Context: an optimization exercise on an open-source flow, tuned for small area, a short achievable clock period and few clock cycles per item. The choices shown serve that exercise and are no tape-out recipe.
In this exercise RTL edits were held to simulation tests only and were not proved equivalent to the original.
Power figures rest on the tool's default switching activity, not on a simulated workload.

$ cat config.mk
export PLATFORM = sky130hd
export DESIGN_NAME = shift_add_multiplier
export DESIGN_NICKNAME = shift_add_multiplier
export VERILOG_FILES = /design/flow/design.v
export SDC_FILE = /design/flow/constraint.sdc
export NUM_CORES = 4
export LEC_CHECK = 0
export CAP_MARGIN = 20
export CORE_MARGIN = 2
export CORE_UTILIZATION = 40
export SLEW_MARGIN = 20
$ cat constraint.sdc
create_clock -name core_clock -period 6.0 [get_ports {clk}]
set_input_delay 1.2000 -clock core_clock [delete_from_list [all_inputs] [get_ports {clk}]]
set_output_delay 1.2000 -clock core_clock [all_outputs]
set_load 0.01 [all_outputs]
$ cat design.v
module shift_add_multiplier (
    input wire clk,
    input wire rst,
    input wire start,
    input wire [31:0] multiplicand,
    input wire [31:0] multiplier,
    output reg [63:0] product,
    output reg done,
    output reg overflow
);
    localparam IDLE = 2'b00;
    localparam MULTIPLY = 2'b01;
    localparam FINISH = 2'b10;
    reg [1:0] state, next_state;
    reg [31:0] multiplier_reg;
    reg [63:0] multiplicand_reg;
    reg [5:0] count;
    reg sign_a, sign_b;
    reg [63:0] temp_product;
    function [31:0] get_abs;
        input [31:0] value;
        begin
            get_abs = value[31] ? (-value) : value;
        end
    endfunction
    always @(posedge clk or posedge rst) begin
        if (rst) begin
            state <= IDLE;
            done <= 0;
            overflow <= 0;
            count <= 0;
            product <= 64'b0;
            multiplier_reg <= 32'b0;
            multiplicand_reg <= 64'b0;
            temp_product <= 64'b0;
        end
        else begin
            state <= next_state;
            case (state)
                IDLE: begin
                    if (start) begin
                        sign_a <= multiplicand[31];
                        sign_b <= multiplier[31];
                        multiplier_reg <= get_abs(multiplier);
                        multiplicand_reg <= {{32{1'b0}}, get_abs(multiplicand)};
                        count <= 0;
                        temp_product <= 64'b0;
                        done <= 0;
                        overflow <= 0;
                    end
                end
                MULTIPLY: begin
                    if (count < 32) begin
                        if (multiplier_reg[0]) begin
                            temp_product <= temp_product + multiplicand_reg;
                        end
                        multiplicand_reg <= multiplicand_reg << 1;
                        multiplier_reg <= multiplier_reg >> 1;
                        count <= count + 1;
                    end
                end
                FINISH: begin
                    if (sign_a ^ sign_b) begin
                        product <= -temp_product;
                    end
                    else begin
                        product <= temp_product;
                    end
                    if (sign_a ^ sign_b) begin
                        if (temp_product > 64'h8000000000000000) begin
                            overflow <= 1;
                        end
                    end
                    else begin
                        if (temp_product > 64'h7FFFFFFFFFFFFFFF) begin
                            overflow <= 1;
                        end
                    end
                    done <= 1;
                end
            endcase
        end
    end
    always @(*) begin
        case (state)
            IDLE: 
                next_state = start ? MULTIPLY : IDLE;
            MULTIPLY: 
                next_state = (count == 32) ? FINISH : MULTIPLY;
            FINISH: 
                next_state = IDLE;
            default: 
                next_state = IDLE;
        endcase
    end
endmodule
$ cat run.sh
#!/bin/bash
# synth_recipe.tcl (not shown) runs the flow's synth.tcl, then flattens the netlist and writes it again
# the make line also repeats each setting of config.mk as NAME=value (left out here)
make -C /OpenROAD-flow-scripts/flow DESIGN_CONFIG=/design/flow/config.mk WORK_HOME=/design/flow/orfs CLKGATE_MAP_FILE= SYNTH_SCRIPT=/design/flow/synth_recipe.tcl finish
==> impl_results.md <==
- Most frequent cells in the layout: 335 x nand2_1, 238 x o21ai_0, 234 x dfrtp_1, 149 x a21oi_1, 140 x nor2_1
- Routed Antenna Nets: 0
- Total CTS buffers: 28
- Post-CTS resize count: 0
- N_diodes: 0
- Critical setup path kind: in -> reg
- Synthesis-to-finish area growth: 18.0%
- Clk slew on worst S/H paths: 0.06 ns
- Hold path depth: 2
- Synth warn: 1
- Number of DRC markers in iteration 0: between 700 and 800
- Hold Path Class: reg -> reg
- Clock Sinks: 236
- Die Area: 39900 um^2
- TritonRoute pass-1 iters: 5
- Total gr overflow: 0
- Critical Path AT: 4.59 ns
- RSZ-0062 raised after global routing: false
- Initial core utilization: 40.6%
- Final WL: 40800 um
- Chip width: 200 um
- Number of global-route vias before repair: between 10000 and 15000
- Final Hold Fails: 0
- Mean Syn Cell Area: between 8 and 9 um^2
- FFs w/ async S/R, synth: 99.2%
- Vias per cell: 5.39
- Fmax: 243 MHz
- Pwr Density: 468 nW/um^2
- Post-layout minimum cycle time: roughly 4.1 ns
- Synth area leader: dfrtp_1
- Port bufs: 132
- Sequential element share of the synthesized area: 38.6%
- Crit-path cells: clkdlybuf4s50_1, inv_1, ha_1, or3b_2, or4_1, or3_1, nand2b_1, o21ai_1, o21ai_1, a21oi_1, xnor2_1, nand2_1, a31oi_1
- Synth area leaders: dfrtp_1 38%, nand2_1 8.2%, o21ai_0 7.8%
- FP Rows: 71
- Actual slew at the worst max-slew pin: 1.01 ns
- Net count, final: between 2000 and 2500
- Required @ worst endpoint: 6.47 ns
- WL/cell: roughly 16 um
- Clock Tree Buf Depth: 3
- Core Box Area: approximately 38000 um^2
- Yosys reg bits: between 200 and 250
- Clock Latency Late Sink: about 0.55 ns
- Fin area: 18100 um^2
- Critical Path Max Stage Delay: 0.49 ns
- DRC viols: 0
- Period utilization: 68.7%
- Hold_buf cts: 0
- Worst VDD drop: ~270 uV
- Via count: 13400
- Post-CTS setup buffers: 0
- Max-slew headroom: between 30% and 40%
- Setup Skew: 0.0101 ns
- Commonest non-fill, non-tap cell in the layout: nand2_1
- GPL Wtd Cong: 0.881
- Synthesized Nets: 2010
- Share of layout cells above drive strength 1: 4.88%
- Die height: 200 um
- Overall routing resource usage: approximately 21%
- Crit-path most repeated cell: o21ai_1
- Final setup viols: 0
- Number of synthesized flops with an enable pin: 2
- Status: timing/DRC/antenna clean
- Slowest cell on crit path: or3b_2
- Synth cell types: 75
- Reg2Reg Depth: 14
- Clock root buffer: clkbuf_16
- CP Capture Type: flop
- First-pass GRT wire length: approximately 66000 um
- DP Area: 17100 um^2
- Pleak: around 0.0079 uW
- Pin count of the biggest net entering global routing: between 150 and 200
- Initial antenna violation count: 0
- DPL Wire Length: 30200 um
- Max-slew violation count: 0
- CTS tree: built
- # IOs: 133
- Synthesized instance count: between 1500 and 2000
- Startpoint Class: primary input
- Htree depth: 1
- Post-synth top area share: 38.2%
- Synth Cell Area: 15300 um^2
- CP max FO: 4
- Maxcap violations: 0
- Main flop type after synthesis: dfrtp_1
- Setup TNS: 0 ns
-- report_power, final --
group	internal, uW	switching (uW)	total (uW)
logic	1600	2380	3980
registers	2120	585	2710
clock network	1100	685	1790
-- layer usage --
metal,vias up,routed length (um),global-route usage (%)
met5,-,0,0
met4,0,713,4.80
met3,51,2000,2.54
met2,291,16700,29.8
met1,6244,21400,32.5
li1,6779,-,-
-- layout make-up --
cell class / count / area [um^2]
clock buffers: 42 / 845
clock inverters: 10 / 138
fillers: 3637 / 19700
inverters: 31 / 120
multi-input cells: 1505 / 8990
flip-flops and latches: 236 / 5920
well taps: 511 / 639
repair buffers: 145 / 1460
-- cells in the mapped netlist, drive strengths merged (4+ instances only) --
cell type / instances
clkbuf: 92
or4: 14
nand3b: 5
nand2: 336
or3: 25
o21a: 6
o21ai: 249
inv: 31
nand3: 57
a31oi: 17
a22o: 8
o31ai: 34
nand2b: 15
ha: 68
a21oi: 149
nor2: 143
xor2: 112
o211ai: 8
nor4: 11
o41ai: 16
nor2b: 7
nand4: 21
a211oi: 8
xnor2: 67
a21o: 31
o31a: 4
buf: 10
nor3: 32
dfrtp: 234
and3: 11
and2: 4
or2: 4
o21bai: 10
-- kinds of logic after synthesis --
logic type,after synthesis,share of synthesized area (%)
AOI/OAI and AO/OA,564,21.6
xor gates and xnor gates,179,10.2
adders and majority gates,69,5.68
buffers and inverters,133,3.29
DFF,236,38.6
muxes,3,0.204
and+or+nand+nor,690,20.5
-- final timing paths --
check / startpoint / end / slack, ns
setup / recovery: multiplier[0] / multiplier_reg[30]$_DFFE_PP0P_ / 1.88
hold / removal: product[36]$_DFFE_PP0P_ / product[36]$_DFFE_PP0P_ / 0.47
setup reg to reg: temp_product[0]$_DFFE_PP0P_ / temp_product[62]$_DFFE_PP0P_ / 2.05
hold reg to reg: product[36]$_DFFE_PP0P_ / product[36]$_DFFE_PP0P_ / 0.47
max in group asynchronous: rst / temp_product[49]$_DFFE_PP0P_ / 3.62
min in group asynchronous: rst / multiplier_reg[31]$_DFFE_PP0P_ / 1.11
-- worst max-delay path, delay by kind of cell --
| kind | cells | cell delay [ns] |
|---|---|---|
| AND/OR/NAND/NOR | 5 | 1.68 |
| XOR/XNOR | 1 | 0.14 |
| adder cells (fa/ha/maj) | 1 | 0.17 |
| buffers and inverters | 2 | 0.53 |
| AO/OA/AOI/OAI | 4 | 0.87 |
-- per-stage QoR --
| stage | power (uW) | std cells | worst slack (ns) | hold slack [ns] | util [%] |
|---|---|---|---|---|---|
| after floorplan | 5380 | 1874 | 1.74 | 0.445 | - |
| after global placement | 6610 | 2426 | 1.43 | 0.460 | 45.2 |
| after detailed placement | 6680 | 2427 | 1.34 | 0.470 | 45.3 |
| after CTS | 8510 | 2479 | 1.91 | 0.483 | 47.9 |
| after global routing | 9180 | 2480 | 1.66 | 0.494 | 48.0 |
| final | 8480 | 2480 | 1.88 | 0.472 | 48.0 |
Testbench counts, summed over its fixed seeds: cycles 84,000, items 2,400.

==> afterwards: timing with drivers on the ports <==
Ports are ideal in the flow. The routed layout listed here was re-timed in OpenROAD. Step 1 (the two cells are an assumption about what drives the block):
set clk [get_ports {clk}]
set_driving_cell -lib_cell sky130_fd_sc_hd__clkbuf_16 $clk
set_driving_cell -lib_cell sky130_fd_sc_hd__buf_2 [delete_from_list [all_inputs] $clk]
Step 2 also shifts input and output timing later by t, the mid clock arrival at the registers, as if the neighbouring blocks saw the same clock. Three values: no drivers, after step 1, after step 2; two values: the first two.
t, ns: 0.601
slack for setup (ns): 1.879 / 1.912 / 1.311
latest minus earliest clock arrival (ns): 0.012 / 0.012
After both steps this run still meets setup and hold. The setup slack of this run moves by +0.033 ns with the drivers and by -0.568 ns with both steps.
